What follows belongs to an exercise in optimizing a design on an open flow for small area and a short achievable clock period; a production flow would make more cautious choices.
Function was checked by simulation only, so behaviour that the tests miss may differ from the original.

$ cat flow/config.mk
export PLATFORM = sky130hd
export DESIGN_NAME = hw4_q3
export DESIGN_NICKNAME = hw4_q3
export VERILOG_FILES = /design/flow/design.v
export SDC_FILE = /design/flow/constraint.sdc
export NUM_CORES = 4
export LEC_CHECK = 0
export CAP_MARGIN = 20
export CORE_MARGIN = 2
export CORE_UTILIZATION = 40
export SLEW_MARGIN = 20
$ cat flow/constraint.sdc
create_clock -name core_clock -period 11.0 [get_ports {clk}]
set_input_delay 2.2000 -clock core_clock [delete_from_list [all_inputs] [get_ports {clk}]]
set_output_delay 2.2000 -clock core_clock [all_outputs]
set_load 0.01 [all_outputs]
$ cat flow/design.v
`timescale 1ns / 1ps
module hw4_q3
    #(parameter bitcount = 64) 
    (
    input clk,rst,
    input [bitcount-1:0] inA,
    input [bitcount-1:0] inB,
    output reg [bitcount*2-1:0] out
    );
    reg [bitcount-1:0] a_hold, b_hold;
    localparam bitpart = bitcount/2;
    reg [bitpart-1:0] A_L, A_R;
    reg [bitpart-1:0] B_L, B_R;
    reg [bitcount-1:0] mleft;
    reg [bitcount-1:0] mright;
    reg [bitcount:0] sum;
    always @(posedge clk)begin 
        if(rst == 1) begin
            a_hold <= 0;
            b_hold <= 0;
        end
        else begin
            a_hold <= inA;
            b_hold <= inB;
            {A_L, A_R} <= a_hold;
            {B_L, B_R} <= b_hold; 
            mleft <= A_L * B_L;
            mright <= A_R * B_R;
            sum <= (A_L * B_R) + (B_L * A_R);
            out <= (mleft*2**bitcount)+(sum * 2**bitpart) + mright; 
        end
    end
endmodule
$ cat flow/run.sh
#!/bin/bash
# synth_recipe.tcl (not shown) runs the flow's synth.tcl, then flattens the netlist and writes it again
# the make line also repeats each setting of config.mk as NAME=value (left out here)
make -C /OpenROAD-flow-scripts/flow DESIGN_CONFIG=/design/flow/config.mk WORK_HOME=/design/flow/orfs CLKGATE_MAP_FILE= SYNTH_SCRIPT=/design/flow/synth_recipe.tcl finish
==> summary.txt <==
## cell type report
type	count	area, sq um	area share
multi-input combinational	10830	119300	0.7214
sequential	577	16050	0.09700
inverter	4063	15250	0.09222
tap	5060	6331	0.03827
antenna	28	70.07	0.0004236
timing repair buffer	603	5473	0.03308
clock buffer	104	2344	0.01417
clock inverter	53	569.3	0.003442
## flip-flops by register name, indices dropped and copies added, names as in the netlist
name    flops
A_R        32
A_L        32
b_hold     64
a_hold     64
out       128
mleft      64
sum        65
mright     64
B_L        32
B_R        32
## cell usage after synthesis (6+ instances only)
library cell,count
inv_1,4063
fa_1,3712
nand2_1,2746
and2_1,1568
ha_1,1099
clkbuf_1,986
edfxtp_1,449
a21oi_1,295
xnor2_1,176
a21o_1,154
nor2_1,154
nor2b_1,152
o21ai_0,135
dfxtp_1,128
xor2_1,106
nand4_1,60
nand3_1,50
o21bai_1,48
and3_1,39
a31oi_1,31
o21a_1,30
nor3_1,27
a211oi_1,23
o31ai_1,20
or3_1,16
a221oi_1,14
nand2b_1,14
a21boi_0,11
o221ai_1,10
and4_1,9
nor4_1,8
o2111ai_1,8
nor3_2,7
o211ai_1,7
a221o_1,6
a41oi_1,6
o21ai_1,6
or2_2,6
## stage by stage
stage | utilization | setup WS (ns) | instances | hold WS, ns
after floorplan | - | 1.244 | 16460 | 0.3855
after CTS | 0.4293 | 0.3753 | 21280 | 0.3733
after global placement | 0.4215 | 0.4151 | 21120 | 0.3871
final | 0.4298 | 0.3413 | 21320 | 0.3922
after detailed placement | 0.4217 | 0.4524 | 21120 | 0.3887
after global routing | 0.4297 | 0.003756 | 21290 | 0.4018
## cell families after synthesis
| family | share of synthesized area |
|---|---|
| multiplexers | 0.00006485 |
| adder cells (fa/ha/maj) | 0.5705 |
| buffers and inverters | 0.1230 |
| AND/OR/NAND/NOR | 0.1509 |
| flip-flops | 0.1040 |
| XOR/XNOR | 0.01600 |
| AO/OA/AOI/OAI | 0.03555 |
## worst max-delay path, cell delays in order (launching register included)
cell       delay [ns]
edfxtp_1         0.85
buf_4            0.57
nand2_1          0.15
fa_1             0.47
fa_1             0.49
inv_1            0.04
ha_1             0.29
ha_1             0.30
ha_1             0.27
inv_1            0.04
fa_1             0.40
fa_1             0.55
inv_1            0.06
fa_1             0.55
fa_1             0.43
fa_1             0.44
ha_1             0.36
o21ai_0          0.28
nor3_1           0.12
o31ai_1          0.74
a31oi_1          0.34
o2111ai_1        0.28
or3b_1           0.51
o31ai_2          0.47
o221ai_1         0.35
a221oi_1         0.64
a21oi_1          0.16
xor2_1           0.18
## final timing paths
check,endpoint,slack (ns),cells after the start
min,A_R[24],0.39,0
min reg2reg,A_R[24],0.39,0
max,sum[50],0.34,27
max reg2reg,sum[50],0.34,27
## metal layers
layer / vias up / track usage / part of all wire
met5: - / 0 / 0.00033
met2: 3660 / 0.3963 / 0.47
met3: 713 / 0.04879 / 0.076
met1: 57310 / 0.3262 / 0.41
met4: 22 / 0.1024 / 0.047
li1: 46990 / - / -
==> impl_metrics.csv <==
group,metric,value,unit
logic_synthesis,syn_avg_cell_area,9.376,sq um
cells_and_area,final_net_count,21100,
timing,fin_crit_sh,0.9690,
route,post-route-drc-count,0,
clocking,clock_latency,0.88,ns
timing,fmax,0.09382,GHz
logic_synthesis,yosysTopAreaCell,"fa_1",
hold_path,hold_class,"flip-flop to flip-flop",
clocking,cts_max_level,3,
clocking,hold_buffers,0,
timing,tightest_slew,1.164,ns
clocking,numCtsBuffers,88,
timing,relSlewSlack,0.2240,
route,drt-vias-per-instance,5.099,
global_routing,antenna_found_initial,56,
logic_synthesis,synthTopCellsByArea,"fa_1, inv_1, ha_1",
logic_synthesis,synth_ff_type,"edfxtp_1",
placed_design,place_area,162300,sq um
route,wirelength,469400,microns
run,maxCapViolCount,0,
critical_path,worstPathMaxFanout,34,
clocking,cts_sinks,577,
cells_and_area,fillCellCount,37720,
critical_path,required,11.57,ns
clocking,cts_root_buf,"clkbuf_16",
cells_and_area,syn_to_final_growth,7.166,%
cells_and_area,final_common_cell,"inv_1",
global_routing,grt_util_all_layers,0.2467,
route,wl_per_cell,22.02,microns
logic_synthesis,yosys_warnings,1,
timing,setup-tns-final,0,ns
die,dieArea,390900,sq um
timing,finalHoldViolations,0,
cells_and_area,mostFrequentLayoutCells,"inv_1, fa_1, nand2_1, and2_1, ha_1",
logic_synthesis,ys_seq_area_frac,0.1040,
route,drt_pass1_iterations,6,
global_routing,grt_pass1_vias,116300,
timing,finalClockSkew,0.08301,ns
clocking,cts_tree,"done",
logic_synthesis,syn_area,154400,sq um
die,row_count,228,
die,core_area,384800,sq um
critical_path,reg2reg_from,"B_R[5]",
clocking,cts-resized-gates,0,
logic_synthesis,async_reset_ff_frac,0,
global_routing,grt_max_degree,131,
route,ant_nets,0,
logic_synthesis,synth_top_area_frac,0.4814,
clocking,cts_setup_buffers,0,
clocking,clkSlewWorstSetupHoldPaths,0.06,ns
global_routing,grt_pass1_wl,723800,microns
route,num_vias,108700,
critical_path,crit_type,"flip-flop to flip-flop",
logic_synthesis,syn_nets,21400,
cells_and_area,drive_above_1_share,0.03253,
timing,rsz0062_at_grt,"false",
timing,setup_viol,0,
placed_design,io_buffers,257,
die,ios,258,
placed_design,gp_congestion,0.9339,
global_routing,overflow,0,
timing,maxSlewViolCount,0,
critical_path,cp-start-kind,"flip-flop",
logic_synthesis,netlist_instances,16460,
route,dr.first_iter.drc_count,7106,
hold_path,hp-start,"a_hold[24]",
die,die_w,625.2,microns
critical_path,worstPathArrival,11.23,ns
logic_synthesis,yosysUniqueCellTypes,78,
placed_design,hpwl,389300,microns
clocking,clk_path_buf_depth,4,
timing,period_needed,10.66,ns
logic_synthesis,ys_ff_latch,577,
die,initial_core_util,0.4011,
critical_path,cp-end-kind,"flip-flop",
die,die_y,625.2,microns
critical_path,crit_start,"B_R[5]",
status,outcome,"no timing/DRC/antenna violations",
logic_synthesis,synth-edff-count,449,
cells_and_area,final_area,165400,sq um

==> static timing again, ports no longer ideal <==
No port has a modelled driver above. Below, the same layout with a new extraction and two added sets of constraints.
Step 1 assumes that a clkbuf_16 drives the clock port and a buf_2 every other input.
Step 2, shift: input delay + t, output delay - t, t = (earliest + latest rising clock arrival at the registers) / 2. This alone moves slack from input paths to output paths.
Slacks: no drivers / after step 1 / after step 2; pairs: no drivers / after step 1.
shift t [ns]: 0.953
setup slack, ns: 0.341 / 0.341 / 0.341
hold slack, ns: 0.392 / 0.392 / 0.392
worst data-port slew with drivers (ns): 0.15
cell pins on the clock port's net: 1
After both steps setup and hold are still met in this run. For this run, drivers alone change the setup slack by 0.000 ns; drivers and shift together by 0.000 ns.
